From an optimization exercise on the open Yosys and OpenROAD flow, aimed at small area, a short achievable clock period and few clock cycles; shortcuts taken in it are not production practice. Only simulation tests tie the RTL to the original design; equivalence was not proved.

==> flow/design.v (outline; a module is shown in full before it is edited, if it fits) <==
// module mac: 675 lines
// module mac_sum: 438 lines
// module mac_array_mxn: 18 lines
// module matmul_datapath: 45 lines
// module compute_wrapper: 176 lines
// module axi_lite_ctrl_wrapper: 125 lines
// module axi_matrix_accelerator: 84 lines
module axi_matrix_accelerator #(
    parameter ADDR_W = 32,
    parameter DATA_W = 32
) (
    input  logic clk,
    input  logic rst_n,
    input  logic [ADDR_W-1:0] s_axi_awaddr,
    input  logic        s_axi_awvalid,
    output logic        s_axi_awready,
    input  logic [DATA_W-1:0] s_axi_wdata,
    input  logic        s_axi_wvalid,
    output logic        s_axi_wready,
    output logic        s_axi_bvalid,
    output logic [1:0]  s_axi_bresp,
    input  logic        s_axi_bready,
    input  logic [ADDR_W-1:0] s_axi_araddr,
    input  logic        s_axi_arvalid,
    output logic        s_axi_arready,
    output logic [DATA_W-1:0] s_axi_rdata,
    output logic [1:0]  s_axi_rresp,
    output logic        s_axi_rvalid,
    input  logic        s_axi_rready,
    input  logic [DATA_W-1:0] s_axis_a_tdata,
    input  logic        s_axis_a_tvalid,
    output logic        s_axis_a_tready,
    input  logic        s_axis_a_tlast,
    input  logic [DATA_W-1:0] s_axis_b_tdata,
    input  logic        s_axis_b_tvalid,
    output logic        s_axis_b_tready,
    input  logic        s_axis_b_tlast,
    output logic [DATA_W-1:0] m_axis_c_tdata,
    output logic        m_axis_c_tvalid,
    input  logic        m_axis_c_tready,
    output logic        m_axis_c_tlast
);
  // ...
==> flow/flow/run.sh <==
#!/bin/bash
# The standard layout (the standard.sh, unchanged synthesis), with
#  - the port buffers made of sky130_fd_sc_hd__buf_2 (ORFS otherwise picks a
#    delay cell); every port still gets its buffer.
# make's output goes to make_finish.log; each step's full log stays in orfs/logs/.
set -euo pipefail
MARGIN=$(cat flow/margin.txt)
bash standard.sh SETUP_SLACK_MARGIN=$MARGIN \
    "BUFFER_PORTS_ARGS=-buffer_cell sky130_fd_sc_hd__buf_2" finish > make_finish.log 2>&1
==> flow/flow/margin.txt <==
6.5
==> flow/standard.sh <==
#!/bin/bash
# synth_recipe.tcl (not shown) runs the flow's synth.tcl, then flattens the netlist and writes it again
# the make line also repeats each setting of config.mk as NAME=value (left out here)
make -C /OpenROAD-flow-scripts/flow DESIGN_CONFIG=/design/flow/config.mk WORK_HOME=/design/flow/orfs CLKGATE_MAP_FILE= SYNTH_SCRIPT=/design/flow/synth_recipe.tcl "${@:-finish}"
==> flow/config.mk <==
export PLATFORM = sky130hd
export DESIGN_NAME = axi_matrix_accelerator
export DESIGN_NICKNAME = axi_matrix_accelerator
export VERILOG_FILES = /design/flow/design.v
export SDC_FILE = /design/flow/constraint.sdc
export NUM_CORES = 4
export LEC_CHECK = 0
export ABC_CLOCK_PERIOD_IN_PS = 3500
export CAP_MARGIN = 20
export CORE_MARGIN = 2
export CORE_UTILIZATION = 45
export SLEW_MARGIN = 20
==> flow/constraint.sdc <==
create_clock -name core_clock -period 11.0 [get_ports {clk}]
set_input_delay 2.2000 -clock core_clock [delete_from_list [all_inputs] [get_ports {clk}]]
set_output_delay 2.2000 -clock core_clock [all_outputs]
set_load 0.01 [all_outputs]
==> summary.txt, run 1 <==
Status
  – Status: complete, no violations

Layout
  – Max FFs per register: 256
  – Largest class: registers
  – Multi-input logic area: 16,100 um^2
  – Post-Route Utilization: 51.3%
  – Commonest cells after routing, fill and taps aside: edfxtp_1 (726), a22oi_1 (320), fa_1 (220), buf_2 (220), inv_1 (219)

Clock tree
  – Post-CTS setup buffers: 1

Drt
  – Via/cell ratio: 5.60
  – DR top layer: met5
  – # DRC: 0

Logic synthesis
  – Flops & latches, synth: 796
  – Dominant cell type by area after synthesis: edfxtp_1
  – XOR/XNOR share of the synthesized area: 7.25%

STA
  – Final hold viol count: 0
  – Max-slew violation count: 0

Floorplan
  – Tap cell count: 1,176
  – Starting Density: 45.5%
  – I/O pins: 249

Worst setup path
  – Worst path buffer plus inverter count: 0
  – Crit path largest cell delay: 580 ps
  – Stages on worst setup path: 12

Place
  – GP Congestion: 0.855

GRT
  – GRT Overall Usage: 21.2%
Testbench counts, summed over its fixed seeds: cycles 9,492.
==> inputs of run 2 (changes only) <==
==> flow/flow/margin.txt (replaced) <==
6.0
==> run 2 against run 1 <==
Net effect:
- synthesized cell count is the same
- via count decreased by 0.65%
- synthesized area is the same
- final cell count decreased by 0.12%
- hold slack improved by 31 ps
- critical endpoint is now u_compute.out_q[31]
==> summary.txt, run 2 <==
GRT
  – Initial antenna violation count: 17 (was 13)
  – Total congestion overflow: 0 (unchanged)
  – Global-route wire length before repair: 150,000 um (about the same)
  – GRT Overall Usage: 20.9% (was 21.2%)
  – Vias in the first global route: 24,935 (was 24,820)
  – Largest net degree at the start of global routing: 78 (was 91)

Worst setup path
  – CP Capture Type: flop (unchanged)
  – Critical path arrival: 5210 ps (was 4710 ps)
  – Delay-heaviest family, CP: compound AO/OA/AOI/OAI gates (unchanged)
  – Worst r2r src: u_compute.u_dp.cs_q[8] (was u_compute.u_dp.cs_q[26])
  – Crit-path cells: fa_1 > inv_1 > fa_1 > inv_1 > ha_1 > nand4_1 > o22ai_1 > o21ai_1 > nand4_1 > a211oi_1 > o21ai_1 > a31oi_1 > xnor2_1 > mux2_2 (was fa_1 > fa_1 > ha_1 > o2111ai_1 > nor4_1 > o2111ai_1 > o21ai_0 > o21a_1 > a41o_1 > a21oi_2 > xor2_2 > o21ai_1)
  – Crit path largest cell delay: 540 ps (was 580 ps)
  – Worst path buffer plus inverter count: 2 (was 0)
  – Critical path class: reg -> reg (unchanged)
  – Maximum net fanout on the critical path: 5 (was 8)
  – Worst Path Required: 11,400 ps (was 11,390 ps)
  – Capturing point of the worst reg2reg path: u_compute.out_q[31] (was u_compute.u_dp.u_acc.cur[30])
  – Critical path launch point type: flop (unchanged)
  – FF-to-FF path depth: 14 (was 12)
  – Setup slack, reg-to-reg: 6200 ps (was 6680 ps)
  – Crit-path slowest cell: fa_1 (unchanged)

STA
  – Worst slew pin tran: 1170 ps (was 1210 ps)
  – Crit share post-route: 43.7% (was 39.3%)
  – Final Skew: 33.7 ps (was 30.3 ps)
  – Final setup vio count: 0 (unchanged)
  – FMAX: 208 MHz (was 231 MHz)
  – RSZ-0062 raised after global routing: false (unchanged)
  – Final min period: 4800 ps (was 4320 ps)
  – Final hold viol count: 0 (unchanged)
  – Rel. slew slack: 21.8% (was 19.1%)
  – Max-slew violation count: 0 (unchanged)
  – Setup TNS Final: 0 ps (unchanged)

Floorplan
  – Die ar.: 93,400 um^2 (unchanged)
  – I/O pins: 249 (unchanged)
  – Starting Density: 45.5% (unchanged)
  – Row count: 110 (unchanged)
  – Die H: 306 um (unchanged)
  – Core ar.: 90,000 um^2 (unchanged)
  – Die W: 306 um (unchanged)

Status
  – Status: complete, no violations (unchanged)

Logic synthesis
  – Synth Warn #: 4 (unchanged)
  – Most frequent cell after synthesis: edfxtp_1 (unchanged)
  – Flops & latches, synth: 796 (unchanged)
  – Synth top area share: 53.3% (unchanged)
  – Synth top area cells: edfxtp_1 (53%), fa_1 (11%), a22oi_1 (5.9%) (unchanged)
  – Gate Count Post-Synth: 2,876 (unchanged)
  – Library cells used by synthesis: 70 (unchanged)
  – Syn_area_per_cell: 14.2 um^2 (unchanged)
  – Dominant cell type by area after synthesis: edfxtp_1 (unchanged)
  – Synth async-reset ratio: 4.77% (unchanged)
  – Synth Cell Area: 40,900 um^2 (unchanged)
  – Top post-synthesis cells by count: edfxtp_1 (726), a22oi_1 (321), fa_1 (220) (unchanged)
  – Sequential cell area fraction in the yosys report: 57.2% (unchanged)
  – Primary FF master, synth: edfxtp_1 (unchanged)
  – EDFF count, synth: 726 (unchanged)

Clock tree
  – CTS Root Cell: clkbuf_16 (unchanged)
  – Cts repair resizes: 0 (was 3)
  – Clk latency of the worst-skew pair: 660 ps (was 670 ps)
  – Clock-pin slew on the worst setup and hold paths: 60 ps (about the same)
  – CTS Sinks: 796 (unchanged)
  – TritonCTS clock tree: done (unchanged)
  – Num CTS Buffers: 84 (was 87)
  – Post-CTS setup buffers: 0 (was 1)
  – Bufs on Longest Clock Path: 3 (unchanged)
  – H-tree Lvls: 3 (unchanged)
  – Number of hold buffers added after cts: 0 (unchanged)

Drt
  – Via/cell ratio: 5.57 (was 5.60)
  – DR iter-0 viols: 2,045 (was 1,996)
  – # DRC: 0 (unchanged)
  – DRT Pass-1 Iters: 6 (unchanged)
  – Drt total wl: 98,000 um (was 98,700 um)
  – Routed Antenna Nets: 0 (unchanged)
  – Routed len/inst: 22.9 um (was 23.0 um)
  – Vias: 23,865 (was 24,021)

Layout
  – Commonest cells after routing, fill and taps aside: edfxtp_1 (726), a22oi_1 (320), fa_1 (220), buf_2 (220), inv_1 (219) (unchanged)
  – Fillers: 7,631 (was 7,586)
  – Commonest non-fill, non-tap cell in the layout: edfxtp_1 (unchanged)
  – FF+latch area: 23,400 um^2 (unchanged)
  – Max FFs per register: 256 (unchanged)
  – Syn-to-layout area delta: 12.4% (was 12.9%)
  – Share of layout cells above drive strength 1: 17.0% (was 17.4%)
  – Multi-input logic area: 16,000 um^2 (was 16,100 um^2)
  – Final non-filler cell total: 4,284 (was 4,289)
  – Final #Nets: 3,509 (was 3,513)

Min path
  – Min-Delay Endpoint: u_ctrl.ctrl_q[30] (was u_ctrl.rdone_q)
  – Hold WC Path Type: reg -> reg (unchanged)
  – Hold Crit Depth: 0 (unchanged)
  – Hold Startpoint: u_ctrl.wd_q[30] (was u_ctrl.done_q)

Place
  – GP Congestion: 0.872 (was 0.855)
  – Detailed Place HPWL: 65,200 um (was 64,700 um)
  – Placed Cells incl. Taps: 4,120 (was 4,119)
  – PortBufs: 220 (unchanged)

Flow run
  – Maxcap violations: 0 (unchanged)
## run 2: stage by stage
stage / hold WS (ps) / utilization (%) / setup WS [ps] / area [um^2]
after floorplan: 424 / - / 5910 / 41000
after detailed placement: 455 / 48.0 / 6220 / 43200
after global routing: 488 / 51.1 / 6010 / 46000
final: 463 / 51.1 / 6200 / 46000
after CTS: 463 / 51.1 / 6190 / 46000
after global placement: 435 / 48.0 / 6220 / 43200
## run 2: worst max-delay path by stage
stage | end | from | depth (start not counted) | slack (ps)
2_1_floorplan | u_compute.bstore[1][0] | s_axis_b_tvalid | 2 | 5910
3_3_place_gp | u_compute.out_q[31] | u_compute.u_dp.cs_q[8] | 14 | 6220
3_5_place_dp | u_compute.out_q[31] | u_compute.u_dp.cs_q[8] | 14 | 6220
4_1_cts | u_compute.out_q[31] | u_compute.u_dp.cs_q[17] | 12 | 6190
5_1_grt | u_compute.out_q[31] | u_compute.u_dp.cs_q[17] | 12 | 6010
6_report | u_compute.out_q[31] | u_compute.u_dp.cs_q[8] | 14 | 6200
## run 2: cell type report
class	count	area share (%)
multi-input cells	1661	34.8
flip-flops and latches	796	50.9
inverters	220	1.81
repair buffers	270	3.33
diodes	7	0.0381
clock buffers	101	4.75
well taps	1176	3.20
clock inverters	53	1.19
## run 2: logic make-up after synthesis
family                     share of synthesized area [%]
DFF                                                 57.2
AOI/OAI and AO/OA                                   9.24
buffers and inverters                               3.98
and+or+nand+nor                                     3.97
xor gates and xnor gates                            7.25
adders and majority gates                           13.3
muxes                                               5.06
other                                            0.00916
## run 2: layer usage
layer	share of wire, %	routed length [um]	track usage (%)	vias up
li1	-	-	-	10746
met1	42	41200	27.8	12102
met2	49	48000	34.7	806
met3	5.9	5750	3.52	203
met4	3.1	3060	7.63	8
met5	0.046	45	0	-
==> inputs of run 3 (changes only) <==
==> flow/flow/margin.txt (replaced) <==
7.2
==> run 3 against run 2 <==
Net effect:
- critical path depth decreased by 2
- global-route usage increased by 1.1 points
- flip-flop and latch count unchanged
- hold slack improved by 2.0 ps
==> summary.txt, run 3 <==
Status
  – Status: complete, no violations (unchanged)

Worst setup path
  – FF-to-FF path depth: 12 (was 14)
  – Setup slack, reg-to-reg: 6950 ps (was 6200 ps)
  – Critical path class: reg -> reg (unchanged)
  – Critical path arrival: 4460 ps (was 5210 ps)
  – Worst r2r src: u_compute.u_dp.cs_q[27] (was u_compute.u_dp.cs_q[8])
  – CP Capture Type: flop (unchanged)
  – Critical path launch point type: flop (unchanged)
  – Critical path launch point: u_compute.u_dp.cs_q[27] (was u_compute.u_dp.cs_q[8])
  – Worst Path Required: 11,420 ps (was 11,400 ps)
  – Maximum net fanout on the critical path: 6 (was 5)
  – Capturing point of the worst reg2reg path: u_compute.out_q[31] (unchanged)
  – Worst setup path endpoint: u_compute.out_q[31] (unchanged)

Drt
  – Vias: 24,500 (was 23,865)
  – # DRC: 0 (unchanged)
  – DR top layer: met5 (unchanged)
  – Met2 WL post-DR: 51,000 um (was 48,000 um)
  – Met3 WL post-DR: 5830 um (was 5750 um)
  – Via/cell ratio: 5.58 (was 5.57)
  – DR iter-0 viols: 1,840 (was 2,045)
  – Drt total wl: 103,000 um (was 98,000 um)
  – WL met1: 42,200 um (was 41,200 um)
  – Routed Antenna Nets: 0 (unchanged)
  – Routed len/inst: 23.3 um (was 22.9 um)
  – DRT Pass-1 Iters: 6 (unchanged)

Floorplan
  – Starting Density: 45.5% (unchanged)
  – Row count: 110 (unchanged)
  – Die W: 306 um (unchanged)
  – Die H: 306 um (unchanged)
  – I/O pins: 249 (unchanged)
  – Die ar.: 93,400 um^2 (unchanged)
  – Core ar.: 90,000 um^2 (unchanged)

GRT
  – Global-route wire length before repair: 156,000 um (was 150,000 um)
  – Initial antenna violation count: 14 (was 17)
  – GRT Overall Usage: 22.0% (was 20.9%)
  – Total congestion overflow: 0 (unchanged)
  – Vias in the first global route: 25,601 (was 24,935)
  – Largest net degree at the start of global routing: 80 (was 78)

Flow run
  – Maxcap violations: 0 (unchanged)

STA
  – Max-slew violation count: 0 (unchanged)
  – FMAX: 247 MHz (was 208 MHz)
  – Worst slew pin tran: 1000 ps (was 1170 ps)
  – Final setup vio count: 0 (unchanged)
  – Setup TNS Final: 0 ps (unchanged)
  – RSZ-0062 raised after global routing: true (was false)
  – Final min period: 4050 ps (was 4800 ps)
  – Final Skew: 51.0 ps (was 33.7 ps)
  – Rel. slew slack: 33.2% (was 21.8%)
  – Setup ws final: 6950 ps (was 6200 ps)
  – Final hold viol count: 0 (unchanged)
  – Crit share post-route: 36.8% (was 43.7%)

Layout
  – Final non-filler cell total: 4,392 (was 4,284)
  – Syn-to-layout area delta: 17.4% (was 12.4%)
  – Max FFs per register: 256 (unchanged)
  – Commonest non-fill, non-tap cell in the layout: edfxtp_1 (unchanged)
  – Non-Filler Cell Area, Final: 48,100 um^2 (was 46,000 um^2)
  – Commonest cells after routing, fill and taps aside: edfxtp_1 (726), a22oi_1 (306), buf_2 (220) (was edfxtp_1 (726), a22oi_1 (320), fa_1 (220), buf_2 (220), inv_1 (219))
  – Final #Nets: 3,622 (was 3,509)
  – Share of layout cells above drive strength 1: 23.6% (was 17.0%)

Min path
  – Hold WC Path Type: reg -> reg (unchanged)

Logic synthesis
  – EDFF count, synth: 726 (unchanged)
  – Synth Cell Area: 40,900 um^2 (unchanged)
  – Synth async-reset ratio: 4.77% (unchanged)
  – Synth top area share: 53.3% (unchanged)
  – Primary FF master, synth: edfxtp_1 (unchanged)
  – Top post-synthesis cells by count: edfxtp_1 (726), a22oi_1 (321), fa_1 (220) (unchanged)
  – Sequential cell area fraction in the yosys report: 57.2% (unchanged)
  – Synth Warn #: 4 (unchanged)
  – Synth top area cells: edfxtp_1 (53%), fa_1 (11%), a22oi_1 (5.9%) (unchanged)
  – Flops & latches, synth: 796 (unchanged)
  – Library cells used by synthesis: 70 (unchanged)
  – Most frequent cell after synthesis: edfxtp_1 (unchanged)
  – Dominant cell type by area after synthesis: edfxtp_1 (unchanged)
  – Gate Count Post-Synth: 2,876 (unchanged)
  – Syn_area_per_cell: 14.2 um^2 (unchanged)

Clock tree
  – CTS Sinks: 796 (unchanged)
  – Number of hold buffers added after cts: 0 (unchanged)
  – TritonCTS clock tree: done (unchanged)
  – Num CTS Buffers: 87 (was 84)
  – Clk latency of the worst-skew pair: 700 ps (was 660 ps)
  – H-tree Lvls: 3 (unchanged)
  – Bufs on Longest Clock Path: 3 (unchanged)
  – CTS Root Cell: clkbuf_16 (unchanged)
  – Clock-pin slew on the worst setup and hold paths: 60 ps (about the same)

Place
  – Detailed Place HPWL: 65,100 um (was 65,200 um)
  – GP Congestion: 0.867 (was 0.872)
  – Placed Cells incl. Taps: 4,120 (unchanged)
  – Placed inst area: 43,300 um^2 (was 43,200 um^2)
  – PortBufs: 220 (unchanged)
  – Dpl ws: 6170 ps (was 6220 ps)
## run 3: cell types whose count changed in the layout (fill, tap and decap cells not counted), moves of 11 or more
cell	previous run	this run
buf_4	44	104
buf_6	0	25
buf_12	0	18
fa_1	220	204
fa_2	0	16
ha_1	84	68
a22oi_1	320	306
a22oi_2	1	15
ha_4	0	13
a21oi_1	47	35
inv_1	219	207
inv_2	0	11
## run 3: per-layer routing
| metal | track usage (%) | up-vias |
|---|---|---|
| li1 | - | 10961 |
| met1 | 28.8 | 12498 |
| met2 | 37.0 | 832 |
| met3 | 3.80 | 201 |
| met4 | 7.87 | 8 |
| met5 | 0.103 | - |
## run 3: cells by family after synthesis
group                      share of synthesized area, %
AOI/OAI and AO/OA                                  9.24
DFF                                                57.2
other                                           0.00916
xor gates and xnor gates                           7.25
adders and majority gates                          13.3
buffers and inverters                              3.98
and+or+nand+nor                                    3.97
muxes                                              5.06
## run 3: repair_timing
action | 4_1_cts | 5_1_grt
pin swaps | 36 | 44
resized for setup | 100 | 88
cloned | 1 | 2
buffers inserted | 64 | 46
setup endpoints to repair | 140 | 107
## run 3: worst min path at each step
stage,startpoint,to,cells after the start
2_1_floorplan,u_compute.neg_q[3],u_compute.u_dp.cs_q[16],0
3_3_place_gp,u_ctrl.done_q,u_ctrl.rdone_q,0
3_5_place_dp,u_ctrl.done_q,u_ctrl.rdone_q,0
4_1_cts,u_ctrl.done_q,u_ctrl.rdone_q,0
5_1_grt,u_ctrl.done_q,u_ctrl.rdone_q,0
6_report,u_ctrl.done_q,u_ctrl.rdone_q,0
## run 3: worst max-delay path, cell delays in order (launching register included)
cell and delay, ps:
edfxtp_1 400, fa_1 470, fa_1 610, ha_4 240
and4_1 230, and3_1 180, o21ai_2 90, nand4_1 300
a211oi_2 380, o21ai_2 110, a31oi_4 300, xnor2_4 180
mux2_4 280
## run 3: through the flow
stage | hold WS [ps] | util [%]
4_1_cts | 461 | 52.5
5_1_grt | 475 | 53.4
3_3_place_gp | 436 | 48.0
3_5_place_dp | 447 | 48.1
6_report | 465 | 53.4
2_1_floorplan | 424 | -
## run 3: area by class of cell
type	instances	area (um^2)
clock buffer	110	2290
clock inverter	47	533
tap	1176	1470
sequential	796	23400
inverter	220	835
timing repair buffer	380	2760
antenna	2	5.00
multi-input combinational	1661	16800
fill	7416	41900
==> inputs of run 4 (changes only) <==
==> flow/flow/margin.txt (replaced) <==
7.0
--- a/flow/config.mk
+++ b/flow/config.mk
@@ -7,3 +7,2 @@
 export LEC_CHECK = 0
-export ABC_CLOCK_PERIOD_IN_PS = 3500
 export CAP_MARGIN = 20
@@ -11,2 +10,5 @@
 export CORE_UTILIZATION = 45
+export CTS_BUF_LIST = sky130_fd_sc_hd__clkbuf_16
+export CTS_CLUSTER_DIAMETER = 150
+export CTS_CLUSTER_SIZE = 30
 export SLEW_MARGIN = 20
==> run 4 against run 3 <==
Net effect:
- register-to-register slack about the same
- sequential share of layout area up 3.3 points
==> summary.txt, run 4 <==
Logic synthesis
  – Dominant cell type by area after synthesis: edfxtp_1 (unchanged)
  – Syn_area_per_cell: 14.2 um^2 (unchanged)
  – Flops & latches, synth: 796 (unchanged)
  – Primary FF master, synth: edfxtp_1 (unchanged)
  – Most frequent cell after synthesis: edfxtp_1 (unchanged)
  – Sequential cell area fraction in the yosys report: 57.2% (unchanged)
  – Synth Cell Area: 40,900 um^2 (unchanged)
  – Top post-synthesis cells by count: edfxtp_1 (726), a22oi_1 (321), fa_1 (220) (unchanged)
  – Synth top area cells: edfxtp_1 (53%), fa_1 (11%), a22oi_1 (5.9%) (unchanged)
  – Synth async-reset ratio: 4.77% (unchanged)
  – Library cells used by synthesis: 70 (unchanged)
  – EDFF count, synth: 726 (unchanged)
  – Gate Count Post-Synth: 2,876 (unchanged)
  – Synth Warn #: 4 (unchanged)
  – Synth top area share: 53.3% (unchanged)

Clock tree
  – Clock-pin slew on the worst setup and hold paths: 120 ps (was 60 ps)
  – Num CTS Buffers: 30 (was 87)
  – TritonCTS clock tree: done (unchanged)
  – CTS Root Cell: clkbuf_16 (unchanged)
  – Clk latency of the worst-skew pair: 680 ps (was 700 ps)
  – CTS Sinks: 796 (unchanged)
  – Bufs on Longest Clock Path: 3 (unchanged)
  – H-tree Lvls: 1 (was 3)

Worst setup path
  – CP Capture Type: flop (unchanged)
  – Critical path arrival: 4500 ps (was 4460 ps)
  – Crit path largest cell delay: 600 ps (was 610 ps)
  – Crit-path most repeated cell: o21ai_2
  – Worst path buffer plus inverter count: 0 (unchanged)
  – Delay-heaviest family, CP: adder cells (unchanged)
  – Setup slack, reg-to-reg: 6950 ps (about the same)
  – Crit-path cells: fa_2 > fa_1 > ha_4 > and2_1 > and3_1 > o21ai_2 > nand4_1 > a211oi_2 > o21ai_2 > a31oi_4 > xnor2_4 > mux2_2 (was fa_1 > fa_1 > ha_4 > and4_1 > and3_1 > o21ai_2 > nand4_1 > a211oi_2 > o21ai_2 > a31oi_4 > xnor2_4 > mux2_4)
  – Critical path launch point type: flop (unchanged)
  – Worst Path Required: 11,450 ps (was 11,420 ps)
  – Maximum net fanout on the critical path: 6 (unchanged)
  – Crit-path slowest cell: fa_2 (was fa_1)
  – Critical path class: reg -> reg (unchanged)

Drt
  – # DRC: 0 (unchanged)
  – Routed Antenna Nets: 0 (unchanged)
  – DRT Pass-1 Iters: 5 (was 6)
  – Vias: 23,712 (was 24,500)
  – Via/cell ratio: 5.63 (was 5.58)
  – Drt total wl: 98,000 um (was 103,000 um)
  – DR iter-0 viols: 1,912 (was 1,840)
  – Routed len/inst: 23.3 um (about the same)

STA
  – Final hold viol count: 0 (unchanged)
  – Setup TNS Final: 0 ps (unchanged)
  – Final Skew: 37.9 ps (was 51.0 ps)
  – Max-slew violation count: 0 (unchanged)
  – WHS: 459 ps (was 465 ps)
  – FMAX: 247 MHz (about the same)
  – Setup ws final: 6950 ps (about the same)
  – Final min period: 4050 ps (about the same)
  – Crit share post-route: 36.8% (about the same)
  – Rel. slew slack: 22.2% (was 33.2%)
  – Worst slew pin tran: 1170 ps (was 1000 ps)
  – RSZ-0062 raised after global routing: true (unchanged)
  – Final setup vio count: 0 (unchanged)

GRT
  – Largest net degree at the start of global routing: 79 (was 80)
  – Total congestion overflow: 0 (unchanged)
  – Vias in the first global route: 24,854 (was 25,601)
  – Initial antenna violation count: 14 (unchanged)
  – Global-route wire length before repair: 150,000 um (was 156,000 um)
  – GRT Overall Usage: 20.8% (was 22.0%)

Floorplan
  – Die W: 306 um (unchanged)
  – I/O pins: 249 (unchanged)
  – Starting Density: 45.5% (unchanged)
  – Core ar.: 90,000 um^2 (unchanged)
  – Die ar.: 93,400 um^2 (unchanged)
  – Row count: 110 (unchanged)
  – Die H: 306 um (unchanged)

Layout
  – Fillers: 7,698 (was 7,416)
  – Syn-to-layout area delta: 10.0% (was 17.4%)
  – FF+latch area: 23,400 um^2 (about the same)
  – Share of layout cells above drive strength 1: 18.0% (was 23.6%)
  – Commonest cells after routing, fill and taps aside: edfxtp_1 (726), a22oi_1 (318), inv_1 (227) (was edfxtp_1 (726), a22oi_1 (306), buf_2 (220))
  – Final #Nets: 3,498 (was 3,622)
  – Max FFs per register: 256 (unchanged)
  – Final non-filler cell total: 4,215 (was 4,392)
  – Multi-input logic area: 16,500 um^2 (was 16,800 um^2)
  – Commonest non-fill, non-tap cell in the layout: edfxtp_1 (unchanged)

Place
  – Placed Cells incl. Taps: 4,115 (was 4,120)
  – Detailed Place HPWL: 65,000 um (was 65,100 um)
  – GP Congestion: 0.847 (was 0.867)
  – Dpl ws: 6170 ps (about the same)
  – PortBufs: 220 (unchanged)

Status
  – Status: complete, no violations (unchanged)

Min path
  – Hold WC Path Type: reg -> reg (unchanged)

Flow run
  – Maxcap violations: 0 (unchanged)
[run 4: metrics by stage]
step                      instance area (um^2)  utilization (%)
after detailed placement                 43200             48.0
after global placement                   43200             48.0
after CTS                                44600             49.6
final                                    45000             50.0
after global routing                     45000             50.0
after floorplan                          41000                -
[run 4: area by class of cell]
cell class | instances | area share [%]
Tap cell | 1176 | 3.27
Sequential cell | 796 | 52.0
Clock buffer | 30 | 1.67
Multi-Input combinational cell | 1661 | 36.7
Timing Repair Buffer | 313 | 4.25
Clock inverter | 17 | 0.222
Antenna cell | 2 | 0.0111
Inverter | 220 | 1.85
[run 4: cells by family (layout without fill, tap and decap cells)]
| group | count (synthesis) | count (layout) | share of synthesized area, % |
|---|---|---|---|
| fa+ha+maj | 304 | 304 | 13.3 |
| flops | 796 | 796 | 57.2 |
| mux | 124 | 124 | 5.06 |
| other cells | 1 | 5 | 0.00916 |
| buf+inv | 421 | 580 | 3.98 |
| simple gates | 359 | 359 | 3.97 |
| xor+xnor | 337 | 337 | 7.25 |
| compound gates | 534 | 534 | 9.24 |
[run 4: worst paths after layout]
kind / from / endpoint / cells after the start
max in group asynchronous: rst_n / u_compute.sv_q / 1
hold / removal: u_ctrl.wd_q[0] / u_ctrl.done_q / 1
setup reg to reg: u_compute.u_dp.cs_q[23] / u_compute.out_q[31] / 12
hold reg to reg: u_ctrl.wd_q[0] / u_ctrl.done_q / 1
min in group asynchronous: rst_n / u_ctrl.done_q / 1
setup / recovery: u_compute.u_dp.cs_q[23] / u_compute.out_q[31] / 12
[run 4: repair_timing]
action                                  in CTS  in global routing
gates resized for setup                     58                 46
pin swaps                                   35                 11
setup buffers                               27                 22
endpoints found under the setup margin     112                 68
hold buffers                                 0                  0
[run 4: routing by layer]
metal / GRT usage, % / vias to the layer above / share of wire, %
li1: - / 10623 / -
met1: 27.4 / 12238 / 42
met2: 36.9 / 683 / 51
met3: 2.26 / 158 / 4.6
met4: 4.71 / 10 / 2.3
met5: 0 / - / 0.068
==> inputs of run 5 (changes only) <==
--- a/flow/config.mk
+++ b/flow/config.mk
@@ -9,6 +9,6 @@
 export CORE_MARGIN = 2
-export CORE_UTILIZATION = 45
+export CORE_UTILIZATION = 60
 export CTS_BUF_LIST = sky130_fd_sc_hd__clkbuf_16
-export CTS_CLUSTER_DIAMETER = 150
-export CTS_CLUSTER_SIZE = 30
+export CTS_CLUSTER_DIAMETER = 120
+export CTS_CLUSTER_SIZE = 22
 export SLEW_MARGIN = 20
==> run 5 against run 4 <==
Net effect:
- clock-buffer cell count rose by 12
- largest cell class unchanged
- sequential share of layout area fell by 0.19 points
- register-to-register slack got worse by 50 ps
- first-iteration DRC count increased by 6.0%
- final area grew 0.33%
- flip-flop and latch count is the same
- still clean on timing, DRC and antenna
==> summary.txt, run 5 <==
Logic synthesis
  – Synth Cell Area: 40,900 um^2 (unchanged)
  – Dominant cell type by area after synthesis: edfxtp_1 (unchanged)
  – Top post-synthesis cells by count: edfxtp_1 (726), a22oi_1 (321), fa_1 (220) (unchanged)
  – Library cells used by synthesis: 70 (unchanged)
  – Primary FF master, synth: edfxtp_1 (unchanged)
  – Synth async-reset ratio: 4.77% (unchanged)
  – EDFF count, synth: 726 (unchanged)
  – Synth top area share: 53.3% (unchanged)
  – Syn_area_per_cell: 14.2 um^2 (unchanged)
  – Flops & latches, synth: 796 (unchanged)
  – Synth top area cells: edfxtp_1 (53%), fa_1 (11%), a22oi_1 (5.9%) (unchanged)
  – Synth Warn #: 4 (unchanged)
  – Most frequent cell after synthesis: edfxtp_1 (unchanged)
  – Sequential cell area fraction in the yosys report: 57.2% (unchanged)
  – Gate Count Post-Synth: 2,876 (unchanged)

Drt
  – DRT Pass-1 Iters: 6 (was 5)
  – Vias: 24,036 (was 23,712)
  – Routed len/inst: 24.4 um (was 23.3 um)
  – Via/cell ratio: 6.09 (was 5.63)
  – DR iter-0 viols: 2,027 (was 1,912)
  – Drt total wl: 96,100 um (was 98,000 um)
  – Routed Antenna Nets: 0 (unchanged)
  – # DRC: 0 (unchanged)

Layout
  – Fillers: 4,799 (was 7,698)
  – Max FFs per register: 256 (unchanged)
  – Share of layout cells above drive strength 1: 18.6% (was 18.0%)
  – Final #Nets: 3,525 (was 3,498)
  – Commonest cells after routing, fill and taps aside: edfxtp_1 (726), a22oi_1 (320), inv_1 (236) (was edfxtp_1 (726), a22oi_1 (318), inv_1 (227))
  – Commonest non-fill, non-tap cell in the layout: edfxtp_1 (unchanged)
  – Syn-to-layout area delta: 10.4% (was 10.0%)

Min path
  – Hold WC Path Type: reg -> reg (unchanged)

Floorplan
  – Die ar.: 70,300 um^2 (was 93,400 um^2)
  – Starting Density: 60.7% (was 45.5%)
  – Core ar.: 67,400 um^2 (was 90,000 um^2)
  – Die W: 265 um (was 306 um)
  – Row count: 95 (was 110)
  – I/O pins: 249 (unchanged)
  – Die H: 265 um (was 306 um)

Place
  – Detailed Place HPWL: 62,800 um (was 65,000 um)
  – PortBufs: 220 (unchanged)
  – GP Congestion: 0.868 (was 0.847)

Status
  – Status: complete, no violations (unchanged)

Worst setup path
  – Crit-path slowest cell: fa_1 (was fa_2)
  – Critical path class: reg -> reg (unchanged)
  – Critical path arrival: 4440 ps (was 4500 ps)
  – CP Capture Type: flop (unchanged)
  – Crit-path cells: fa_1 > fa_1 > ha_4 > a21o_1 > a21o_1 > a2111oi_4 > o211ai_2 > o21a_4 > a41o_1 > a21oi_4 > xor2_4 > buf_4 > o21ai_1 (was fa_2 > fa_1 > ha_4 > and2_1 > and3_1 > o21ai_2 > nand4_1 > a211oi_2 > o21ai_2 > a31oi_4 > xnor2_4 > mux2_2)
  – Worst Path Required: 11,340 ps (was 11,450 ps)
  – Setup slack, reg-to-reg: 6900 ps (was 6950 ps)
  – Crit path largest cell delay: 600 ps (about the same)
  – Maximum net fanout on the critical path: 3 (was 6)
  – Delay-heaviest family, CP: compound AO/OA/AOI/OAI gates (was adder cells)
  – Critical path launch point type: flop (unchanged)
  – Worst path buffer plus inverter count: 1 (was 0)

Clock tree
  – Num CTS Buffers: 42 (was 30)
  – Number of hold buffers added after cts: 0 (unchanged)
  – Clock-pin slew on the worst setup and hold paths: 90 ps (was 120 ps)
  – TritonCTS clock tree: done (unchanged)
  – Clk latency of the worst-skew pair: 620 ps (was 680 ps)
  – CTS Sinks: 796 (unchanged)
  – H-tree Lvls: 2 (was 1)
  – Bufs on Longest Clock Path: 3 (unchanged)
  – CTS Root Cell: clkbuf_16 (unchanged)

STA
  – Max-slew violation count: 0 (unchanged)
  – RSZ-0062 raised after global routing: true (unchanged)
  – Final setup vio count: 0 (unchanged)
  – Final hold viol count: 0 (unchanged)
  – WHS: 453 ps (was 459 ps)
  – Worst slew pin tran: 1140 ps (was 1170 ps)
  – Rel. slew slack: 23.7% (was 22.2%)
  – FMAX: 244 MHz (was 247 MHz)
  – Setup TNS Final: 0 ps (unchanged)
  – Final Skew: 22.5 ps (was 37.9 ps)
  – Final min period: 4100 ps (was 4050 ps)
  – Crit share post-route: 37.3% (was 36.8%)

Flow run
  – Maxcap violations: 0 (unchanged)

GRT
  – Global-route wire length before repair: 146,000 um (was 150,000 um)
  – Vias in the first global route: 24,850 (was 24,854)
  – GRT Overall Usage: 27.4% (was 20.8%)
  – Total congestion overflow: 0 (unchanged)
  – Initial antenna violation count: 10 (was 14)
  – Largest net degree at the start of global routing: 80 (was 79)
run 5: cell counts after synthesis:
No cell type changed its count.
run 5: area by class of cell:
cell class                      count  area [um^2]  share of cell area, %
Antenna cell                        3         7.51                 0.0166
Inverter                          220          831                   1.84
Clock inverter                     22          168                  0.371
Tap cell                          873         1090                   2.42
Sequential cell                   796        23400                   51.8
Timing Repair Buffer              328         2030                   4.49
Clock buffer                       42         1050                   2.33
Multi-Input combinational cell   1661        16600                   36.7
run 5: path summary, 6_finish.rpt:
kind,depth (start not counted),start,to
worst max register to register,13,u_compute.u_dp.cs_q[42],u_compute.u_dp.u_acc.cur[30]
worst min-delay path,0,u_ctrl.done_q,u_ctrl.rdone_q
max in group asynchronous,1,rst_n,u_compute.sv_q
worst min register to register,0,u_ctrl.done_q,u_ctrl.rdone_q
worst max-delay path,13,u_compute.u_dp.cs_q[42],u_compute.u_dp.u_acc.cur[30]
min in group asynchronous,1,rst_n,u_ctrl.wsel_q[0]
run 5: repair_timing:
item | in CTS | in global routing
endpoints found under the setup margin | 121 | 45
gates resized for setup | 68 | 31
pin swaps | 26 | 15
buffers inserted | 45 | 20
gates cloned | 0 | 0
run 5: worst register-to-register path, cell delays in order, from the launching register on:
cell,delay [ps]
edfxtp_1,410
fa_1,530
fa_1,600
ha_4,230
a21o_1,160
a21o_1,190
a2111oi_4,490
o211ai_2,120
o21a_4,260
a41o_1,270
a21oi_4,180
xor2_4,190
buf_4,140
o21ai_1,60
run 5: routing by layer:
metal / part of all wire, % / vias up / track usage [%]
met3: 5.4 / 185 / 3.58
li1: - / 10703 / -
met1: 40 / 12370 / 36.0
met2: 50 / 772 / 47.1
met4: 4.1 / 6 / 9.96
met5: 0.035 / - / 0
run 5: per-stage QoR:
stage | setup slack [ps] | utilization [%] | instances | cell area, um^2
floorplan | 6780 | - | 2878 | 41000
global placement | 6020 | 63.5 | 3812 | 42800
detailed placement | 6010 | 63.5 | 3813 | 42800
CTS | 6930 | 66.6 | 3922 | 44900
global route | 6820 | 67.0 | 3945 | 45200
finish | 6900 | 67.0 | 3945 | 45200
run 5: kinds of logic after synthesis:
family / share of synthesized area (%)
simple gates: 3.97
flops: 57.2
mux: 5.06
other cells: 0.00916
buf+inv: 3.98
compound gates: 9.24
xor+xnor: 7.25
fa+ha+maj: 13.3
==> inputs of run 6 (changes only) <==
--- a/flow/config.mk
+++ b/flow/config.mk
@@ -7,5 +7,6 @@
 export LEC_CHECK = 0
+export ABC_AREA = 1
 export CAP_MARGIN = 20
 export CORE_MARGIN = 2
-export CORE_UTILIZATION = 60
+export CORE_UTILIZATION = 45
 export CTS_BUF_LIST = sky130_fd_sc_hd__clkbuf_16
==> run 6 against run 5 <==
Net effect:
- wire length is 12% higher
- still clean
- first-iteration DRC count is 19% higher
- synthesized area is 4.7% higher
==> summary.txt, run 6 <==
Status
  – Status: complete, no violations (unchanged)

Worst setup path
  – Critical path launch point type: flop (unchanged)
  – Crit-path most repeated cell: fa_1
  – Crit-path cells: clkinvlp_4 > o22ai_1 > xor2_1 > fa_1 > inv_1 > fa_1 > fa_1 > fa_1 > fa_1 (was fa_1 > fa_1 > ha_4 > a21o_1 > a21o_1 > a2111oi_4 > o211ai_2 > o21a_4 > a41o_1 > a21oi_4 > xor2_4 > buf_4 > o21ai_1)
  – Crit path largest cell delay: 550 ps (was 600 ps)
  – Worst path buffer plus inverter count: 2 (was 1)
  – Delay-heaviest family, CP: adder cells (was compound AO/OA/AOI/OAI gates)
  – FF-to-FF path depth: 9 (was 13)
  – Critical path launch point: u_compute.op_a[17] (was u_compute.u_dp.cs_q[42])
  – Setup slack, reg-to-reg: 7090 ps (was 6900 ps)
  – Critical path class: reg -> reg (unchanged)
  – Capturing point of the worst reg2reg path: u_compute.u_dp.cs_q[84] (was u_compute.u_dp.u_acc.cur[30])
  – Crit-path slowest cell: fa_1 (unchanged)
  – Critical path arrival: 4240 ps (was 4440 ps)
  – Worst Path Required: 11,330 ps (was 11,340 ps)
  – Maximum net fanout on the critical path: 14 (was 3)
  – Worst r2r src: u_compute.op_a[17] (was u_compute.u_dp.cs_q[42])
  – CP Capture Type: flop (unchanged)

Drt
  – Via/cell ratio: 5.21 (was 6.09)
  – Routed len/inst: 19.8 um (was 24.4 um)
  – Routed Antenna Nets: 0 (unchanged)
  – Vias: 28,236 (was 24,036)
  – DRT Pass-1 Iters: 7 (was 6)
  – # DRC: 0 (unchanged)
  – Drt total wl: 107,000 um (was 96,100 um)
  – DR iter-0 viols: 2,404 (was 2,027)

STA
  – Final min period: 3910 ps (was 4100 ps)
  – FMAX: 256 MHz (was 244 MHz)
  – Crit share post-route: 35.5% (was 37.3%)
  – Worst slew pin tran: 979 ps (was 1140 ps)
  – RSZ-0062 raised after global routing: true (unchanged)
  – Final setup vio count: 0 (unchanged)
  – Final hold viol count: 0 (unchanged)
  – Setup TNS Final: 0 ps (unchanged)
  – Rel. slew slack: 34.7% (was 23.7%)
  – Max-slew violation count: 0 (unchanged)
  – Final Skew: 41.4 ps (was 22.5 ps)

GRT
  – Met1 Use GR: 30.4% (was 36.0%)
  – Met2 Usage GRT: 35.9% (was 47.1%)
  – Vias in the first global route: 27,208 (was 24,850)
  – Total congestion overflow: 0 (unchanged)
  – GRT Overall Usage: 21.7% (was 27.4%)
  – Largest net degree at the start of global routing: 115 (was 80)
  – M3 GR Usage: 2.93% (was 3.58%)
  – Initial antenna violation count: 12 (was 10)
  – Global-route wire length before repair: 164,000 um (was 146,000 um)
  – GR peak layer: met2 (unchanged)

Layout
  – Non-Filler Cell Area, Final: 47,000 um^2 (was 45,200 um^2)
  – Syn-to-layout area delta: 9.61% (was 10.4%)
  – Share of layout cells above drive strength 1: 11.6% (was 18.6%)
  – Final non-filler cell total: 5,423 (was 3,945)
  – Commonest cells after routing, fill and taps aside: nand2_1 (914), edfxtp_1 (726), inv_1 (492) (was edfxtp_1 (726), a22oi_1 (320), inv_1 (236))
  – Final #Nets: 4,604 (was 3,525)
  – Fillers: 8,585 (was 4,799)
  – Max FFs per register: 256 (unchanged)
  – Commonest non-fill, non-tap cell in the layout: nand2_1 (was edfxtp_1)

Clock tree
  – Clk latency of the worst-skew pair: 630 ps (was 620 ps)
  – CTS Sinks: 796 (unchanged)
  – Num CTS Buffers: 43 (was 42)
  – H-tree Lvls: 2 (unchanged)
  – Number of hold buffers added after cts: 0 (unchanged)
  – TritonCTS clock tree: done (unchanged)
  – Clock-pin slew on the worst setup and hold paths: 90 ps (about the same)
  – CTS Root Cell: clkbuf_16 (unchanged)
  – Bufs on Longest Clock Path: 3 (unchanged)

Place
  – Placed Cells incl. Taps: 5,287 (was 3,813)
  – Detailed Place HPWL: 73,500 um (was 62,800 um)
  – PortBufs: 220 (unchanged)
  – Placed inst area: 45,000 um^2 (was 42,800 um^2)
  – GP Congestion: 0.899 (was 0.868)

Floorplan
  – Die H: 313 um (was 265 um)
  – Core ar.: 94,700 um^2 (was 67,400 um^2)
  – Die ar.: 97,700 um^2 (was 70,300 um^2)
  – Die W: 313 um (was 265 um)
  – Starting Density: 45.2% (was 60.7%)
  – Row count: 113 (was 95)
  – I/O pins: 249 (unchanged)

Logic synthesis
  – Most frequent cell after synthesis: nand2_1 (was edfxtp_1)
  – Synth async-reset ratio: 4.77% (unchanged)
  – EDFF count, synth: 726 (unchanged)
  – Gate Count Post-Synth: 3,944 (was 2,876)
  – Flops & latches, synth: 796 (unchanged)
  – Syn_area_per_cell: 10.9 um^2 (was 14.2 um^2)
  – Synth Warn #: 4 (unchanged)
  – Synth top area cells: edfxtp_1 (51%), fa_1 (10%), nand2_1 (8.0%) (was edfxtp_1 (53%), fa_1 (11%), a22oi_1 (5.9%))
  – Library cells used by synthesis: 48 (was 70)
  – Dominant cell type by area after synthesis: edfxtp_1 (unchanged)
  – Primary FF master, synth: edfxtp_1 (unchanged)
  – Synth Cell Area: 42,800 um^2 (was 40,900 um^2)
  – Top post-synthesis cells by count: nand2_1 (915), edfxtp_1 (726), inv_1 (493) (was edfxtp_1 (726), a22oi_1 (321), fa_1 (220))
  – Synth top area share: 50.9% (was 53.3%)
  – Sequential cell area fraction in the yosys report: 54.6% (was 57.2%)

Min path
  – Min-Delay Endpoint: u_ctrl.wrote_q[0] (was u_ctrl.rdone_q)
  – Hold WC Path Type: reg -> reg (unchanged)
  – Hold Crit Depth: 1 (was 0)
  – Hold Startpoint: u_ctrl.wrote_q[0] (was u_ctrl.done_q)

Flow run
  – Maxcap violations: 0 (unchanged)
run 6: changes by cell type after synthesis, moves of 191 or more:
cell	before	now
nand2_1	138	915
a22oi_1	321	0
inv_1	219	493
o22ai_1	2	240
nand3_1	24	215
xnor2_1	204	13
run 6: metal layers:
layer	vias to the layer above	routed length (um)
met2	848	51600
met4	8	2620
met5	-	55
met3	140	6370
met1	13684	46700
li1	13556	-
run 6: cells by family (layout without fill, tap and decap cells):
family / after synthesis / count (layout) / share of synthesized area (%)
DFF: 796 / 796 / 54.6
and+or+nand+nor: 1349 / 1349 / 13.1
buffers and inverters: 726 / 931 / 6.96
xor gates and xnor gates: 285 / 285 / 5.83
AOI/OAI and AO/OA: 478 / 478 / 6.64
muxes: 5 / 5 / 0.131
other: 1 / 10 / 0.00875
adders and majority gates: 304 / 304 / 12.7
run 6: worst register-to-register path: cells and delay by family (launching register included):
family | cells | cell delay (ps)
AOI/OAI and AO/OA | 1 | 230
xor gates and xnor gates | 1 | 110
adders and majority gates | 5 | 2430
buffers and inverters | 2 | 390
DFF | 1 | 480
run 6: final cells by class:
cell class / instances / area [um^2] / area share, %
multi-input combinational: 2424 / 16600 / 35.3
tap: 1265 / 1580 / 3.37
clock buffer: 44 / 1100 / 2.34
timing repair inverter: 10 / 50.0 / 0.107
antenna: 7 / 17.5 / 0.0373
timing repair buffer: 311 / 1910 / 4.06
sequential: 796 / 23400 / 49.8
inverter: 542 / 2160 / 4.59
clock inverter: 24 / 161 / 0.344
run 6: repair_timing:
item / 4_1_cts / 5_1_grt
resized for setup: 27 / 43
setup endpoints to repair: 46 / 20
setup buffers: 18 / 30
gates cloned: 6 / 5
endpoints found under the hold margin: 0 / 0
pin swaps: 0 / 2
run 6: stage by stage:
step | setup slack, ps | util [%] | hold WS [ps]
detailed placement | 6440 | 47.5 | 458
global route | 6970 | 49.6 | 500
CTS | 6970 | 49.1 | 481
global placement | 6480 | 47.5 | 452
floorplan | 6680 | - | 421
finish | 7090 | 49.6 | 480
run 6: worst max path at each step:
| stage | slack, ps | endpoint | cells past startpoint |
|---|---|---|---|
| 2_1_floorplan | 6680 | u_compute.b_rdy_q | 10 |
| 3_3_place_gp | 6480 | u_compute.u_dp.cs_q[87] | 9 |
| 3_5_place_dp | 6440 | u_compute.u_dp.cs_q[87] | 9 |
| 4_1_cts | 6970 | u_compute.u_dp.cs_q[87] | 9 |
| 5_1_grt | 6970 | u_compute.k_q[1] | 14 |
| 6_report | 7090 | u_compute.u_dp.cs_q[84] | 9 |
==> inputs of run 7 (changes only) <==
==> flow/flow/margin.txt (replaced) <==
6.7
==> run 7 against run 6 <==
Net effect:
- still clean on timing, DRC and antenna
- hold slack better by 2.9 ps
- final cell count is 1.1% lower
- fmax is 6.9% lower
- synthesized area stayed put
- largest cell class unchanged
- highest routed layer unchanged
==> summary.txt, run 7 <==
Logic synthesis
  – Synth top area cells: edfxtp_1 (51%), fa_1 (10%), nand2_1 (8.0%) (unchanged)
  – Primary FF master, synth: edfxtp_1 (unchanged)
  – Synth Cell Area: 42,800 um^2 (unchanged)
  – Flops & latches, synth: 796 (unchanged)
  – EDFF count, synth: 726 (unchanged)
  – Syn_area_per_cell: 10.9 um^2 (unchanged)
  – Synth Warn #: 4 (unchanged)
  – Library cells used by synthesis: 48 (unchanged)
  – Top post-synthesis cells by count: nand2_1 (915), edfxtp_1 (726), inv_1 (493) (unchanged)
  – Gate Count Post-Synth: 3,944 (unchanged)
  – Most frequent cell after synthesis: nand2_1 (unchanged)
  – Dominant cell type by area after synthesis: edfxtp_1 (unchanged)
  – Synth async-reset ratio: 4.77% (unchanged)
  – Synth top area share: 50.9% (unchanged)
  – Sequential cell area fraction in the yosys report: 54.6% (unchanged)

Drt
  – Via/cell ratio: 5.22 (was 5.21)
  – Routed len/inst: 19.9 um (was 19.8 um)
  – Vias: 27,994 (was 28,236)
  – DR iter-0 viols: 2,455 (was 2,404)
  – # DRC: 0 (unchanged)
  – DRT Pass-1 Iters: 5 (was 7)
  – Drt total wl: 107,000 um (about the same)
  – Routed Antenna Nets: 0 (unchanged)

Clock tree
  – Num CTS Buffers: 43 (unchanged)
  – H-tree Lvls: 2 (unchanged)
  – Number of hold buffers added after cts: 0 (unchanged)
  – CTS Sinks: 796 (unchanged)
  – CTS Root Cell: clkbuf_16 (unchanged)
  – Clk latency of the worst-skew pair: 620 ps (was 630 ps)
  – TritonCTS clock tree: done (unchanged)
  – Bufs on Longest Clock Path: 3 (unchanged)
  – Clock-pin slew on the worst setup and hold paths: 90 ps (about the same)

Floorplan
  – Die H: 313 um (unchanged)
  – I/O pins: 249 (unchanged)
  – Row count: 113 (unchanged)
  – Core ar.: 94,700 um^2 (unchanged)
  – Die ar.: 97,700 um^2 (unchanged)
  – Die W: 313 um (unchanged)
  – Starting Density: 45.2% (unchanged)

Flow run
  – Maxcap violations: 0 (unchanged)

GRT
  – Total congestion overflow: 0 (unchanged)
  – Global-route wire length before repair: 164,000 um (about the same)
  – Vias in the first global route: 27,033 (was 27,208)
  – GRT Overall Usage: 21.7% (about the same)
  – Initial antenna violation count: 9 (was 12)
  – Largest net degree at the start of global routing: 112 (was 115)

STA
  – Crit share post-route: 38.2% (was 35.5%)
  – Final Skew: 20.1 ps (was 41.4 ps)
  – Final setup vio count: 0 (unchanged)
  – Rel. slew slack: 28.5% (was 34.7%)
  – FMAX: 238 MHz (was 256 MHz)
  – RSZ-0062 raised after global routing: false (was true)
  – Setup ws final: 6800 ps (was 7090 ps)
  – Final hold viol count: 0 (unchanged)
  – Setup TNS Final: 0 ps (unchanged)
  – Final min period: 4200 ps (was 3910 ps)
  – Worst slew pin tran: 1070 ps (was 979 ps)
  – Max-slew violation count: 0 (unchanged)

Place
  – GP Congestion: 0.910 (was 0.899)
  – Detailed Place HPWL: 73,700 um (was 73,500 um)
  – PortBufs: 220 (unchanged)
  – Dpl ws: 6420 ps (was 6440 ps)

Layout
  – Max FFs per register: 256 (unchanged)
  – Commonest non-fill, non-tap cell in the layout: nand2_1 (unchanged)
  – Share of layout cells above drive strength 1: 9.96% (was 11.6%)
  – Commonest cells after routing, fill and taps aside: nand2_1 (914), edfxtp_1 (726), inv_1 (500) (was nand2_1 (914), edfxtp_1 (726), inv_1 (492))
  – Final #Nets: 4,551 (was 4,604)
  – Fillers: 8,647 (was 8,585)
  – Syn-to-layout area delta: 8.17% (was 9.61%)

Worst setup path
  – CP Capture Type: flop (unchanged)
  – Critical path launch point type: flop (unchanged)
  – Worst Path Required: 11,340 ps (was 11,330 ps)
  – Critical path arrival: 4540 ps (was 4240 ps)
  – Critical path class: reg -> reg (unchanged)
  – Maximum net fanout on the critical path: 11 (was 14)

Min path
  – Hold WC Path Type: reg -> reg (unchanged)

Status
  – Status: complete, no violations (unchanged)
run 7: cell counts after synthesis:
No cell type changed its count.
run 7: worst paths after layout:
check,from,endpoint,slack [ps],cells past startpoint
max in group asynchronous,rst_n,u_compute.ol_q,8700,1
max,u_compute.one_q[4],u_compute.u_dp.cs_q[87],6800,9
min in group asynchronous,rst_n,u_ctrl.rvalid_q,1710,1
min,u_ctrl.wrote_q[0],u_ctrl.wrote_q[0],480,1
max reg2reg,u_compute.one_q[4],u_compute.u_dp.cs_q[87],6800,9
min reg2reg,u_ctrl.wrote_q[0],u_ctrl.wrote_q[0],480,1
run 7: area by class of cell:
| class | instances | area (um^2) | area share, % |
|---|---|---|---|
| Clock inverter | 23 | 141 | 0.305 |
| Tap cell | 1265 | 1580 | 3.42 |
| Antenna cell | 3 | 7.51 | 0.0162 |
| Sequential cell | 796 | 23400 | 50.5 |
| Clock buffer | 44 | 1100 | 2.38 |
| Timing Repair Buffer | 266 | 1470 | 3.18 |
| Multi-Input combinational cell | 2424 | 16600 | 35.7 |
| Inverter | 542 | 2070 | 4.47 |
| Timing Repair inverter | 2 | 10.0 | 0.0216 |
run 7: layer usage:
layer	GRT usage (%)	up-vias	part of all wire [%]
met3	2.71	133	5.8
li1	-	13416	-
met5	0	-	0.036
met4	5.69	6	2.5
met2	36.1	796	48
met1	30.3	13643	43
run 7: cell families (layout without fill, tap and decap cells):
| logic type | after synthesis | in the layout | share of synthesized area, % |
|---|---|---|---|
| other | 1 | 6 | 0.00875 |
| adders and majority gates | 304 | 304 | 12.7 |
| muxes | 5 | 5 | 0.131 |
| DFF | 796 | 796 | 54.6 |
| AOI/OAI and AO/OA | 478 | 478 | 6.64 |
| buffers and inverters | 726 | 877 | 6.96 |
| xor gates and xnor gates | 285 | 285 | 5.83 |
| and+or+nand+nor | 1349 | 1349 | 13.1 |
run 7: what timing repair did:
item                                    4_1_cts  5_1_grt
endpoints found under the setup margin       55       47
setup buffers                                 1        3
gates resized for setup                       6        8
gates cloned                                  0        2
run 7: worst max-delay path: stages (launching register included):
cell and delay (ps):
edfxtp_1 580, clkinvlp_4 370, o22ai_1 270, xor2_1 130, fa_1 520, inv_1 50, fa_1 560, fa_1 460
fa_1 450, fa_1 530
run 7: per-stage QoR:
stage / instances / hold slack, ps / util, % / instance area [um^2]
floorplan: 3946 / 421 / - / 42900
global placement: 5288 / 453 / 47.5 / 45000
detailed placement: 5288 / 453 / 47.5 / 45000
CTS: 5356 / 474 / 48.8 / 46200
global route: 5365 / 489 / 48.9 / 46300
finish: 5365 / 483 / 48.9 / 46300
==> inputs of run 8 (changes only) <==
==> flow/flow/margin.txt (replaced) <==
7.3
==> run 8 against run 7 <==
Net effect:
- still clean on timing, DRC and antenna
- global-route usage is 0.91 points higher
- clock skew is 13 ps higher
- final cell count up 1.9%
- die area is the same
- register-to-register slack improved by 350 ps
- sequential share of layout area shrank 1.5 points
- setup slack better by 350 ps
- critical endpoint is now u_compute.u_dp.cs_q[51]
==> summary.txt, run 8 <==
Worst setup path
  – CP Capture Type: flop (unchanged)
  – Delay-heaviest family, CP: adder cells (unchanged)
  – Stages on worst setup path: 15 (was 9)
  – Critical path arrival: 4230 ps (was 4540 ps)
  – Crit-path most repeated cell: buf_6 (was fa_1)
  – Setup slack, reg-to-reg: 7160 ps (was 6800 ps)
  – Crit-path cells: clkinvlp_4 > buf_6 > buf_6 > buf_6 > buf_6 > buf_6 > buf_6 > buf_6 > buf_6 > o22ai_4 > xor2_1 > ha_2 > fa_2 > fa_2 > fa_2 (was clkinvlp_4 > o22ai_1 > xor2_1 > fa_1 > inv_1 > fa_1 > fa_1 > fa_1 > fa_1)
  – Maximum net fanout on the critical path: 7 (was 11)
  – Worst Path Required: 11,380 ps (was 11,340 ps)
  – Worst path buffer plus inverter count: 9 (was 2)
  – Critical path launch point: u_compute.one_q[0] (was u_compute.one_q[4])
  – Capturing point of the worst reg2reg path: u_compute.u_dp.cs_q[51] (was u_compute.u_dp.cs_q[87])
  – Crit path largest cell delay: 570 ps (was 580 ps)
  – Critical path launch point type: flop (unchanged)
  – FF-to-FF path depth: 15 (was 9)
  – Worst r2r src: u_compute.one_q[0] (was u_compute.one_q[4])
  – Critical path class: reg -> reg (unchanged)
  – Worst setup path endpoint: u_compute.u_dp.cs_q[51] (was u_compute.u_dp.cs_q[87])
  – Crit-path slowest cell: fa_2 (was edfxtp_1)

Clock tree
  – Clk latency of the worst-skew pair: 650 ps (was 620 ps)
  – TritonCTS clock tree: done (unchanged)
  – H-tree Lvls: 2 (unchanged)
  – Bufs on Longest Clock Path: 3 (unchanged)
  – Num CTS Buffers: 42 (was 43)
  – CTS Sinks: 796 (unchanged)
  – CTS Root Cell: clkbuf_16 (unchanged)
  – Clock-pin slew on the worst setup and hold paths: 100 ps (was 90 ps)

Layout
  – Commonest non-fill, non-tap cell in the layout: nand2_1 (unchanged)
  – Share of layout cells above drive strength 1: 14.6% (was 9.96%)
  – Commonest cells after routing, fill and taps aside: nand2_1 (907), edfxtp_1 (726), inv_1 (470) (was nand2_1 (914), edfxtp_1 (726), inv_1 (500))
  – Max FFs per register: 256 (unchanged)
  – Syn-to-layout area delta: 11.6% (was 8.17%)
  – Non-Filler Cell Area, Final: 47,800 um^2 (was 46,300 um^2)
  – Final non-filler cell total: 5,468 (was 5,365)
  – Post-Route Utilization: 50.4% (was 48.9%)
  – Final #Nets: 4,653 (was 4,551)
  – Fillers: 8,560 (was 8,647)

Floorplan
  – Row count: 113 (unchanged)
  – Die ar.: 97,700 um^2 (unchanged)
  – Die H: 313 um (unchanged)
  – Starting Density: 45.2% (unchanged)
  – I/O pins: 249 (unchanged)
  – Core ar.: 94,700 um^2 (unchanged)
  – Die W: 313 um (unchanged)

Place
  – Placed Cells incl. Taps: 5,289 (was 5,288)
  – PortBufs: 220 (unchanged)
  – Placed inst area: 45,000 um^2 (about the same)
  – Dpl ws: 6150 ps (was 6420 ps)
  – Detailed Place HPWL: 73,800 um (was 73,700 um)
  – GP Congestion: 0.883 (was 0.910)

Status
  – Status: complete, no violations (unchanged)

STA
  – Rel. slew slack: 28.7% (was 28.5%)
  – Max-slew violation count: 0 (unchanged)
  – Final hold viol count: 0 (unchanged)
  – Final setup vio count: 0 (unchanged)
  – Setup TNS Final: 0 ps (unchanged)
  – FMAX: 260 MHz (was 238 MHz)
  – RSZ-0062 raised after global routing: true (was false)
  – Worst slew pin tran: 1070 ps (about the same)
  – Setup ws final: 7160 ps (was 6800 ps)
  – Final min period: 3840 ps (was 4200 ps)
  – Crit share post-route: 34.9% (was 38.2%)
  – Final Skew: 33.3 ps (was 20.1 ps)

Logic synthesis
  – EDFF count, synth: 726 (unchanged)
  – Synth async-reset ratio: 4.77% (unchanged)
  – Most frequent cell after synthesis: nand2_1 (unchanged)
  – Flops & latches, synth: 796 (unchanged)
  – Dominant cell type by area after synthesis: edfxtp_1 (unchanged)
  – Synth top area share: 50.9% (unchanged)
  – Sequential cell area fraction in the yosys report: 54.6% (unchanged)
  – Synth Warn #: 4 (unchanged)
  – Syn_area_per_cell: 10.9 um^2 (unchanged)
  – Library cells used by synthesis: 48 (unchanged)
  – Top post-synthesis cells by count: nand2_1 (915), edfxtp_1 (726), inv_1 (493) (unchanged)
  – Synth Cell Area: 42,800 um^2 (unchanged)
  – Primary FF master, synth: edfxtp_1 (unchanged)
  – Synth top area cells: edfxtp_1 (51%), fa_1 (10%), nand2_1 (8.0%) (unchanged)
  – Gate Count Post-Synth: 3,944 (unchanged)

GRT
  – Largest net degree at the start of global routing: 84 (was 112)
  – Initial antenna violation count: 6 (was 9)
  – Total congestion overflow: 0 (unchanged)
  – Global-route wire length before repair: 169,000 um (was 164,000 um)
  – GRT Overall Usage: 22.6% (was 21.7%)
  – Vias in the first global route: 27,484 (was 27,033)

Drt
  – Drt total wl: 113,000 um (was 107,000 um)
  – DR iter-0 viols: 2,818 (was 2,455)
  – Routed len/inst: 20.7 um (was 19.9 um)
  – Routed Antenna Nets: 0 (unchanged)
  – Via/cell ratio: 5.29 (was 5.22)
  – DRT Pass-1 Iters: 5 (unchanged)
  – # DRC: 0 (unchanged)
  – Vias: 28,904 (was 27,994)

Flow run
  – Maxcap violations: 0 (unchanged)

Min path
  – Hold WC Path Type: reg -> reg (unchanged)
run 8: cell count changes in the layout (fill, tap and decap cells not counted), moves of 9 or more:
| cell | change |
|---|---|
| buf_12 | +9 |
| buf_4 | +62 |
| buf_6 | +9 |
| clkinv_1 | -11 |
| clkinv_2 | +9 |
| clkinvlp_4 | +20 |
| fa_1 | -25 |
| fa_2 | +25 |
| inv_1 | -30 |
| inv_2 | +13 |
| o22ai_1 | -10 |
run 8: final cells by class:
type / count / area (um^2) / area share, %
Clock inverter: 24 / 156 / 0.327
Tap cell: 1265 / 1580 / 3.31
Timing Repair inverter: 15 / 85.1 / 0.178
Antenna cell: 4 / 10.0 / 0.0209
Multi-Input combinational cell: 2427 / 16900 / 35.3
Sequential cell: 796 / 23400 / 49.0
Clock buffer: 42 / 1050 / 2.20
Inverter: 542 / 2180 / 4.56
Timing Repair Buffer: 353 / 2450 / 5.13
run 8: stage by stage:
stage | hold WS [ps]
2_1_floorplan | 421
3_5_place_dp | 456
3_3_place_gp | 452
4_1_cts | 478
5_1_grt | 488
6_report | 477
run 8: logic make-up after synthesis:
| group | synth area share, % |
|---|---|
| and+or+nand+nor | 13.1 |
| DFF | 54.6 |
| buffers and inverters | 6.96 |
| AOI/OAI and AO/OA | 6.64 |
| adders and majority gates | 12.7 |
| xor gates and xnor gates | 5.83 |
| muxes | 0.131 |
| other | 0.00875 |
run 8: worst register-to-register path, stage by stage, from the launching register on:
cell and delay, ps:
edfxtp_1 420, clkinvlp_4 220, buf_6 180, buf_6 100, buf_6 100, buf_6 100, buf_6 100, buf_6 100
buf_6 100, buf_6 110, o22ai_4 140, xor2_1 160, ha_2 300, fa_2 430, fa_2 570, fa_2 450
run 8: what timing repair did:
action	in CTS	in global routing
endpoints found under the setup margin	93	66
gates cloned	19	6
hold buffers	0	0
resized for setup	120	61
pin swaps	30	25
buffers inserted	56	28
run 8: how the worst min path moves through the flow:
| stage | start | to | slack [ps] | depth (start not counted) |
|---|---|---|---|---|
| detailed placement | u_ctrl.wrote_q[0] | u_ctrl.wrote_q[0] | 460 | 1 |
| finish | u_ctrl.wrote_q[0] | u_ctrl.wrote_q[0] | 480 | 1 |
| global placement | u_ctrl.wd_q[20] | u_ctrl.cfg_m_q[20] | 450 | 0 |
| global route | u_ctrl.wd_q[14] | u_ctrl.ctrl_q[14] | 490 | 0 |
| floorplan | u_compute.neg_q[2] | u_compute.u_dp.cs_q[10] | 420 | 0 |
| CTS | u_ctrl.wd_q[14] | u_ctrl.ctrl_q[14] | 480 | 0 |
run 8: routing by layer:
| metal | wire length, um | vias to the layer above | global-route usage (%) |
|---|---|---|---|
| li1 | - | 13650 | - |
| met1 | 47500 | 14105 | 30.9 |
| met2 | 54500 | 956 | 37.4 |
| met3 | 7210 | 191 | 3.15 |
| met4 | 3820 | 2 | 7.22 |
| met5 | 11 | - | 0 |

## static timing again, ports no longer ideal
How much do the figures lean on ideal ports? The routed layouts below were timed once more, with nothing changed but the port constraints. Step 1 assumes that a clkbuf_16 drives the clock port and a buf_2 every other input. Step 2 times the ports against the registers' clock, not the clock port: input delays grow and output delays shrink by t, the midpoint of the rising clock arrivals with the driver on. Slacks: ideal / step 1 / step 2; pairs: ideal / step 1.
run	t (ns)	slack for setup (ns)	worst data-port slew with drivers (ns)
run 1	0.725	6.677 / 6.677 / 6.237	0.11
run 2	0.712	6.196 / 6.196 / 6.196	0.12
run 3	0.738	6.954 / 6.954 / 6.735	0.10
run 4	0.730	6.952 / 6.952 / 6.457	0.10
run 5	0.673	6.899 / 6.899 / 6.453	0.11
run 6	0.679	7.091 / 7.091 / 6.767	0.11
run 7	0.675	6.801 / 6.801 / 6.778	0.12
run 8	0.699	7.156 / 7.156 / 7.038	0.13
After both steps every run listed still meets setup and hold. The setup slack of run 4, which loses most, moves by 0.000 ns with the drivers and by -0.495 ns with both steps.
